This design comes from an exercise in tuning for a short achievable clock period and few clock cycles on the open sky130 flow, not from production work.
The RTL was checked by simulation tests, not by an equivalence proof against the original design.
Power is estimated from default activity; no workload was simulated.

==> flow/design.v <==
module nr_mcu(clk, enable, code_addr, code_din, emif_addr, emif_wr_n, emif_rd_n, emif_din, emif_dout);
   parameter        INTER_NUM = 32;
   parameter        INTER_NUM_2 = 5;
   input            clk;
   input            enable;
   output [15:0]    code_addr;
   input [39:0]     code_din;
   output [31:0]    emif_addr;
   reg [31:0]       emif_addr;
   output           emif_wr_n;
   reg              emif_wr_n;
   output           emif_rd_n;
   reg              emif_rd_n;
   output [31:0]    emif_din;
   reg [31:0]       emif_din;
   input [31:0]     emif_dout;
   localparam [7:0]  EMIF_RD_CODE = 8'h01;
   localparam [7:0]  EMIF_WR_CODE = 8'h02;
   localparam [7:0]  JUMP_GO_CODE = 8'h11;
   localparam [7:0]  JUMP_EQ_CODE = 8'h12;
   localparam [7:0]  JUMP_NQ_CODE = 8'h13;
   localparam [7:0]  INTER_RD_CODE = 8'h21;
   localparam [7:0]  INTER_WR_CODE = 8'h22;
   localparam [7:0]  SET_R0_CODE = 8'h23;
   localparam [7:0]  ADD_R0_CODE = 8'h31;
   localparam [7:0]  AND_R0_CODE = 8'h32;
   localparam [7:0]  OR_R0_CODE = 8'h33;
   localparam [7:0]  XOR_R0_CODE = 8'h34;
   localparam [7:0]  SHL_R0_CODE = 8'h35;
   localparam [7:0]  SHR_R0_CODE = 8'h36;
   localparam [7:0]  SHL4_R0_CODE = 8'h37;
   localparam [7:0]  SHR4_R0_CODE = 8'h38;
   localparam [7:0]  DELAY_CODE = 8'h41;
   localparam [7:0]  CALLON_CODE = 8'h51;
   localparam [7:0]  CALLBK_CODE = 8'h52;
   localparam [4:0]  c_idle = 0,
                    c_code = 1,
                    c_read = 2,
                    c_write = 3,
                    c_jump = 4,
                    c_jumpe = 5,
                    c_jumpn = 6,
                    c_callon = 7,
                    c_callbk = 8,
                    c_iread = 9,
                    c_iwrite = 10,
                    c_setR0 = 11,
                    c_addR0 = 12,
                    c_andR0 = 13,
                    c_orR0 = 14,
                    c_xorR0 = 15,
                    c_shl = 16,
                    c_shr = 17,
                    c_shl4 = 18,
                    c_shr4 = 19,
                    c_delay = 20,
                    c_opt1 = 21,
                    c_err = 22;
   reg [4:0]        c_state;
   reg [1:0]        code_cnt;
   reg [7:0]        code_opt;
   reg [31:0]       code_data;
   reg [31:0]       inter_reg[INTER_NUM-1:0];
   reg [31:0]       inter_R0;
   reg [3:0]        emif_read_cnt;
   reg [3:0]        emif_wr_cnt;
   reg [15:0]       code_addr_i;
   reg [15:0]       code_addr_bk1;
   reg [15:0]       code_addr_bk2;
   reg [15:0]       code_addr_bk3;
   reg [15:0]       code_addr_bk4;
   reg [31:0]       delay_cnt;
   always @(posedge clk)
      begin
         if (enable == 1'b0)
            c_state <= c_idle;
         else
            case (c_state)
               (c_idle) :
                  c_state <= c_code;
               (c_code) :
                  if (code_cnt == 2'b11)
                  begin
                     if (code_opt == EMIF_RD_CODE)
                        c_state <= c_read;
                     else if (code_opt == EMIF_WR_CODE)
                        c_state <= c_write;
                     else if (code_opt == JUMP_GO_CODE)
                        c_state <= c_jump;
                     else if (code_opt == JUMP_EQ_CODE)
                        c_state <= c_jumpe;
                     else if (code_opt == JUMP_NQ_CODE)
                        c_state <= c_jumpn;
                     else if (code_opt == CALLON_CODE)
                        c_state <= c_callon;
                     else if (code_opt == CALLBK_CODE)
                        c_state <= c_callbk;
                     else if (code_opt == INTER_RD_CODE)
                        c_state <= c_iread;
                     else if (code_opt == INTER_WR_CODE)
                        c_state <= c_iwrite;
                     else if (code_opt == SET_R0_CODE)
                        c_state <= c_setR0;
                     else if (code_opt == ADD_R0_CODE)
                        c_state <= c_addR0;
                     else if (code_opt == AND_R0_CODE)
                        c_state <= c_andR0;
                     else if (code_opt == OR_R0_CODE)
                        c_state <= c_orR0;
                     else if (code_opt == XOR_R0_CODE)
                        c_state <= c_xorR0;
                     else if (code_opt == SHL_R0_CODE)
                        c_state <= c_shl;
                     else if (code_opt == SHR_R0_CODE)
                        c_state <= c_shr;
                     else if (code_opt == SHL4_R0_CODE)
                        c_state <= c_shl4;
                     else if (code_opt == SHR4_R0_CODE)
                        c_state <= c_shr4;
                     else if (code_opt == DELAY_CODE)
                        c_state <= c_delay;
                     else
                        c_state <= c_err;
                  end
               (c_read) :
                  if (emif_read_cnt == 4'h9)
                     c_state <= c_opt1;
               (c_write) :
                  if (emif_wr_cnt == 4'h5)
                     c_state <= c_opt1;
               (c_jump) :
                  c_state <= c_idle;
               (c_jumpe) :
                  c_state <= c_idle;
               (c_jumpn) :
                  c_state <= c_idle;
               (c_callon) :
                  c_state <= c_idle;
               (c_callbk) :
                  c_state <= c_idle;
               (c_iread) :
                  c_state <= c_opt1;
               (c_iwrite) :
                  c_state <= c_opt1;
               (c_setR0) :
                  c_state <= c_opt1;
               (c_addR0) :
                  c_state <= c_opt1;
               (c_andR0) :
                  c_state <= c_opt1;
               (c_orR0) :
                  c_state <= c_opt1;
               (c_xorR0) :
                  c_state <= c_opt1;
               (c_shl) :
                  c_state <= c_opt1;
               (c_shr) :
                  c_state <= c_opt1;
               (c_shl4) :
                  c_state <= c_opt1;
               (c_shr4) :
                  c_state <= c_opt1;
               (c_delay) :
                  if (delay_cnt == code_data)
                     c_state <= c_opt1;
               (c_opt1) :
                  c_state <= c_idle;
               (c_err) :
                  c_state <= c_err;
               default :
                  c_state <= c_idle;
            endcase
      end
   always @(posedge clk)
      begin
         if (c_state == c_code)
            code_cnt <= code_cnt + 1'b1;
         else
            code_cnt <= {2{1'b0}};
         if (c_state == c_read)
            emif_read_cnt <= emif_read_cnt + 1'b1;
         else
            emif_read_cnt <= {4{1'b0}};
         if (c_state == c_write)
            emif_wr_cnt <= emif_wr_cnt + 1'b1;
         else
            emif_wr_cnt <= {4{1'b0}};
         if (c_state == c_delay)
            delay_cnt <= delay_cnt + 1'b1;
         else
            delay_cnt <= {32{1'b0}};
      end
   always @(posedge clk)
      begin
         if ((c_state == c_code) & (code_cnt == 2'b10))
         begin
            code_opt <= code_din[39:32];
            code_data <= code_din[31:0];
         end
      end
   always @(posedge clk)
      begin
         if (c_state == c_read)
         begin
            if (emif_read_cnt == 4'h0)
            begin
               emif_addr <= code_data;
               emif_wr_n <= 1'b1;
               emif_rd_n <= 1'b1;
               emif_din <= {32{1'b0}};
            end
            else if (emif_read_cnt == 4'h1)
               emif_rd_n <= 1'b0;
            else if (emif_read_cnt == 4'h9)
               emif_rd_n <= 1'b1;
         end
         else if (c_state == c_write)
         begin
            if (emif_wr_cnt == 4'h0)
            begin
               emif_addr <= code_data;
               emif_wr_n <= 1'b1;
               emif_rd_n <= 1'b1;
               emif_din <= inter_R0;
            end
            else if (emif_wr_cnt == 4'h4)
               emif_wr_n <= 1'b0;
            else if (emif_wr_cnt == 4'h5)
               emif_wr_n <= 1'b1;
         end
         else
         begin
            emif_addr <= {32{1'b0}};
            emif_wr_n <= 1'b1;
            emif_rd_n <= 1'b1;
            emif_din <= {32{1'b0}};
         end
      end
   always @(posedge clk)
      begin
         if ((c_state == c_read) & (emif_read_cnt == 4'h9))
            inter_R0 <= emif_dout;
         else if (c_state == c_iread)
            inter_R0 <= inter_reg[(code_data[INTER_NUM_2 - 1:0])];
         else if (c_state == c_setR0)
            inter_R0 <= code_data;
         else if (c_state == c_addR0)
            inter_R0 <= inter_reg[(code_data[INTER_NUM_2 - 1:0])] + inter_R0;
         else if (c_state == c_andR0)
            inter_R0 <= {32{inter_reg[(code_data[INTER_NUM_2 - 1:0])]}} & inter_R0;
         else if (c_state == c_orR0)
            inter_R0 <= {32{inter_reg[(code_data[INTER_NUM_2 - 1:0])]}} | inter_R0;
         else if (c_state == c_xorR0)
            inter_R0 <= {32{inter_reg[(code_data[INTER_NUM_2 - 1:0])]}} ^ inter_R0;
         else if (c_state == c_shl)
            inter_R0 <= {inter_R0[30:0], 1'b0};
         else if (c_state == c_shr)
            inter_R0 <= {1'b0, inter_R0[31:1]};
         else if (c_state == c_shl4)
            inter_R0 <= {inter_R0[27:0], 4'b0000};
         else if (c_state == c_shr4)
            inter_R0 <= {4'b0000, inter_R0[31:4]};
      end
   always @(posedge clk)
      begin
         if (c_state == c_iwrite)
            inter_reg[(code_data[INTER_NUM_2 - 1:0])] <= inter_R0;
      end
   always @(posedge clk)
      begin
         if (enable == 1'b0)
            code_addr_i <= {16{1'b0}};
         else if (c_state == c_opt1)
            code_addr_i <= code_addr_i + 1'b1;
         else if (c_state == c_jump)
            code_addr_i <= code_data[15:0];
         else if (c_state == c_jumpe)
         begin
            if (inter_R0 == 32'h00000000)
               code_addr_i <= code_data[15:0];
            else
               code_addr_i <= code_addr_i + 1'b1;
         end
         else if (c_state == c_jumpn)
         begin
            if (inter_R0 != 32'h00000000)
               code_addr_i <= code_data[15:0];
            else
               code_addr_i <= code_addr_i + 1'b1;
         end
         else if (c_state == c_callon)
         begin
            code_addr_i <= code_data[15:0];
            code_addr_bk1 <= code_addr_i + 1'b1;
            code_addr_bk2 <= code_addr_bk1;
            code_addr_bk3 <= code_addr_bk2;
            code_addr_bk4 <= code_addr_bk3;
         end
         else if (c_state == c_callbk)
         begin
            code_addr_i <= code_addr_bk1;
            code_addr_bk1 <= code_addr_bk2;
            code_addr_bk2 <= code_addr_bk3;
            code_addr_bk3 <= code_addr_bk4;
         end
      end
   assign code_addr = code_addr_i;
endmodule
==> flow/run.sh <==
#!/bin/bash
# synth_recipe.tcl (not shown) runs the flow's synth.tcl, then flattens the netlist and writes it again
# the make line also repeats each setting of config.mk as NAME=value (left out here)
make -C /OpenROAD-flow-scripts/flow DESIGN_CONFIG=/design/flow/config.mk WORK_HOME=/design/flow/orfs CLKGATE_MAP_FILE= SYNTH_SCRIPT=/design/flow/synth_recipe.tcl finish
==> flow/config.mk <==
export PLATFORM = sky130hd
export DESIGN_NAME = nr_mcu
export DESIGN_NICKNAME = nr_mcu
export VERILOG_FILES = /design/flow/design.v
export SDC_FILE = /design/flow/constraint.sdc
export NUM_CORES = 4
export LEC_CHECK = 0
export CAP_MARGIN = 20
export CORE_MARGIN = 2
export CORE_UTILIZATION = 40
export SLEW_MARGIN = 20
==> flow/constraint.sdc <==
create_clock -name core_clock -period 7.0 [get_ports {clk}]
set_input_delay 1.4000 -clock core_clock [delete_from_list [all_inputs] [get_ports {clk}]]
set_output_delay 1.4000 -clock core_clock [all_outputs]
set_load 0.01 [all_outputs]
==> flow_summary.yaml <==
route:
  firstDrtPassIters: 6
  postRouteAntennaNets: 0
  drc: 0
  via_per_inst: 5.98
  drt_iter0_drc: 4274
  num_vias: 32300
  drt-total-wl_mm: 163
  routedWlPerCell_um: 30.3
logic_synthesis:
  synth_edf_count: 1226
  synth_top_cell_area_share_pct: 66.7
  syn_avg_cell_area_um2: 16.9
  syn-num-nets: 3420
  yosys_warnings: 1
  ys_async_sr_fraction_pct: 0
  synth_common_cells: "1226 x edfxtp_1, 320 x mux4_2, 223 x nor2_1, 198 x nand2_1, 138 x o21ai_0"
  synthesis.area_mm2: 0.0552
  synthTopCellsByArea: "edfxtp_1 67%, mux4_2 13%, dfxtp_1 2.5%"
  ys_seq_elements: 1294
  synth.distinct_cells: 75
  netlist_instances: 3271
  synth.most_common_cell: "edfxtp_1"
  seq_area_frac_synth_pct: 69.2
  synth_ff_type: "edfxtp_1"
  synth_top_area_cell: "edfxtp_1"
die:
  rows: 136
  dieArea_mm2: 0.141
  die_h_um: 375
  num_io_pins: 156
  start_util_pct: 40.2
  dieWidth_um: 375
  core_area_mm2: 0.137
pwr:
  pwr-share-seq_pct: 47.8
  vdd_ir_drop_max_v: 0.000265
  p_int_w: 0.0141
  total_power_w: 0.0192
  power_density_mw_per_mm2: 301
  pwr-share-clk_pct: 36.6
  switching_share_pct: 26.6
  leakage_nw: 20.9
  p_switching_w: 0.00511
  comb_power_share_pct: 15.6
worst_setup_path:
  start_kind: "flip-flop"
  r2r_slack_ns: 1.46
  path_class: "flip-flop to flip-flop"
  cp_max_fo: 29
  timing.reg2reg.worst_path_depth: 16
  worstReg2RegEnd: "inter_R0[29]$_DFFE_PP_"
  cp.arrival_ns: 6.05
  crit_required_ns: 7.51
  cp-end-kind: "flip-flop"
place:
  globalplace.congestion: 0.947
  hpwl_mm: 98.8
  portBuffers: 155
  placedCellCount: 5154
  place_ws_ns: 1.49
worst_hold_path:
  hold_start: "code_addr_bk3[4]$_DFFE_PP_"
  hold_path_depth: 0
  hp-class: "flip-flop to flip-flop"
  worstHoldEndpoint: "code_addr_bk4[4]$_DFFE_PP_"
sta:
  final_hold_viol_count: 0
  setup_slack_ns: 1.46
  finClkSkew_ns: 0.0275
  slew_viol_final: 0
  tns_ns: 0
  max_freq_mhz: 180
  setup_viol: 0
  period_share_pct: 79.2
  post-route-min-period_ns: 5.54
  worst_slew_pin_slew_ns: 1.17
  relSlewSlack_pct: 21.8
  grt_setup_unrepaired: "no"
cts:
  path_clk_slew_ns: 0.06
  cts_num_sinks: 1294
  cts_max_level: 4
  cts_root_buf: "clkbuf_16"
  cts_hold_buf: 0
  cts_tree: "yes"
  clock_latency_ns: 0.78
  post_cts_resized: 0
  clockBufferDepth: 3
  postCtsSetupBuffers: 0
  cts_buffers: 134
outcome:
  status: "timing/DRC/antenna clean"
grt:
  antenna_found_initial: 7
  grtUsageTotal_pct: 23.1
  grt_max_degree: 72
  grt_pass1_vias: 31300
  grt_pass1_wl_mm: 232
  grt-ovfl-total: 0
layout:
  fin_nets: 3646
  multi_input_area_mm2: 0.0161
  num-fill-cells: 11700
  utilization_pct: 46.5
  fin_cells: 5401
  drive_above_1_share_pct: 19.6
  regArea_mm2: 0.0382
  area_growth_pct: 15.7
  largest_reg_flops: 1024
job:
  timing.max_cap.violations: 0
[worst max-delay path, cell delays in order, from the launching register on]
cell and delay [ns]:
dfxtp_4 0.63, buf_4 0.57, mux4_2 0.58, mux4_2 0.48, mux2_2 0.32, inv_1 0.11, ha_1 0.26, a211oi_1 0.33
o21bai_1 0.21, o21ai_0 0.38, a21boi_1 0.12, buf_4 0.18, a211o_1 0.28, and2_1 0.21, or3b_1 0.35, a31oi_1 0.18
a211oi_1 0.07
[logic make-up after synthesis]
logic type	count (synthesis)	synth area share, %
DFF	1294	69.2
and+or+nand+nor	646	5.38
AOI/OAI and AO/OA	489	5.64
muxes	391	14.4
buffers and inverters	278	2.10
xor gates and xnor gates	98	1.56
adders and majority gates	75	1.71
[cell type report]
class                           instances  area share [%]
Inverter                               90           0.529
Multi-Input combinational cell       1699            25.3
Sequential cell                      1294            59.9
Antenna cell                            3          0.0118
Timing Repair Buffer                  278            4.07
Clock inverter                         59            1.04
Tap cell                             1794            3.52
Clock buffer                          184            5.68
[per-layer routing]
layer  vias to the layer above  global-route usage (%)  wire [um]
met5                         -                   0.206          0
met4                         0                    8.43       5650
met3                       273                    4.80      15000
met2                      1609                    35.1      74800
met1                     16900                    32.9      67900
li1                      13500                       -          -
[layout by cell type, fill, tap and decap left out, drive strengths merged, types with 6 or more instances in the layout]
| master | n |
|---|---|
| a211oi | 18 |
| a21o | 9 |
| a21oi | 126 |
| a221o | 6 |
| a221oi | 33 |
| a22oi | 18 |
| and3 | 44 |
| buf | 123 |
| bufinv | 9 |
| clkbuf | 184 |
| clkdlybuf4s50 | 155 |
| clkinv | 38 |
| dfxtp | 68 |
| edfxtp | 1226 |
| ha | 74 |
| inv | 98 |
| mux2 | 14 |
| mux2i | 57 |
| mux4 | 320 |
| nand2 | 198 |
| nand2b | 14 |
| nand3 | 34 |
| nand3b | 6 |
| nand4 | 19 |
| nor2 | 225 |
| nor2b | 15 |
| nor3 | 27 |
| nor4 | 22 |
| o2111ai | 6 |
| o211ai | 30 |
| o21a | 10 |
| o21ai | 144 |
| o221ai | 17 |
| o22ai | 25 |
| or2 | 7 |
| or3 | 10 |
| xnor2 | 27 |
| xor2 | 71 |
[worst max-delay path by stage]
stage,slack [ns],endpoint,cells after the start,from
3_3_place_gp,1.51,inter_R0[29]$_DFFE_PP_,16,flip-flop
6_report,1.46,inter_R0[29]$_DFFE_PP_,16,flip-flop
2_1_floorplan,1.42,code_addr_bk1[0]$_DFFE_PP_,2,enable
5_1_grt,1.10,inter_R0[29]$_DFFE_PP_,16,flip-flop
4_1_cts,1.47,inter_R0[29]$_DFFE_PP_,16,flip-flop
3_5_place_dp,1.49,inter_R0[29]$_DFFE_PP_,16,flip-flop
[power groups by stage]
stage,registers (W),logic (W),clock network (W)
floorplan,0.00959,0.00163,0
global placement,0.00935,0.00290,0
detailed placement,0.00936,0.00294,0
CTS,0.00919,0.00294,0.00715
global route,0.00921,0.00323,0.00745
finish,0.00920,0.00300,0.00703
[metrics by stage]
| stage | instance area [um2] | hold slack [ns] |
|---|---|---|
| after floorplan | 55200 | 0.417 |
| after global placement | 59400 | 0.427 |
| after detailed placement | 59500 | 0.442 |
| after CTS | 63800 | 0.456 |
| after global routing | 63800 | 0.473 |
| final | 63800 | 0.454 |
Testbench counts, summed over its fixed seeds: cycles 302,893.

-- separate check: timing with driven ports --
In the flow no input, the clock included, has a driving cell. The finished layout below was timed again as built, in two steps.
Step 1, drivers: a clkbuf_16 drives clk and a buf_2 each remaining input, both assumed.
Step 2, shift: input delay + t, output delay - t, t = (earliest + latest rising clock arrival at the registers) / 2. This alone moves slack from input paths to output paths.
Three values: ideal ports, drivers, drivers and shift; two values: the first two.
shift t [ns]: 0.843
setup WS [ns]: 1.455 / 1.455 / 1.455
worst setup path after step 2: register to register
worst slew at a driven data input, ns: 0.09
After both steps setup and hold are still met in this run. For this run, drivers alone change the setup slack by 0.000 ns; drivers and shift together by 0.000 ns.
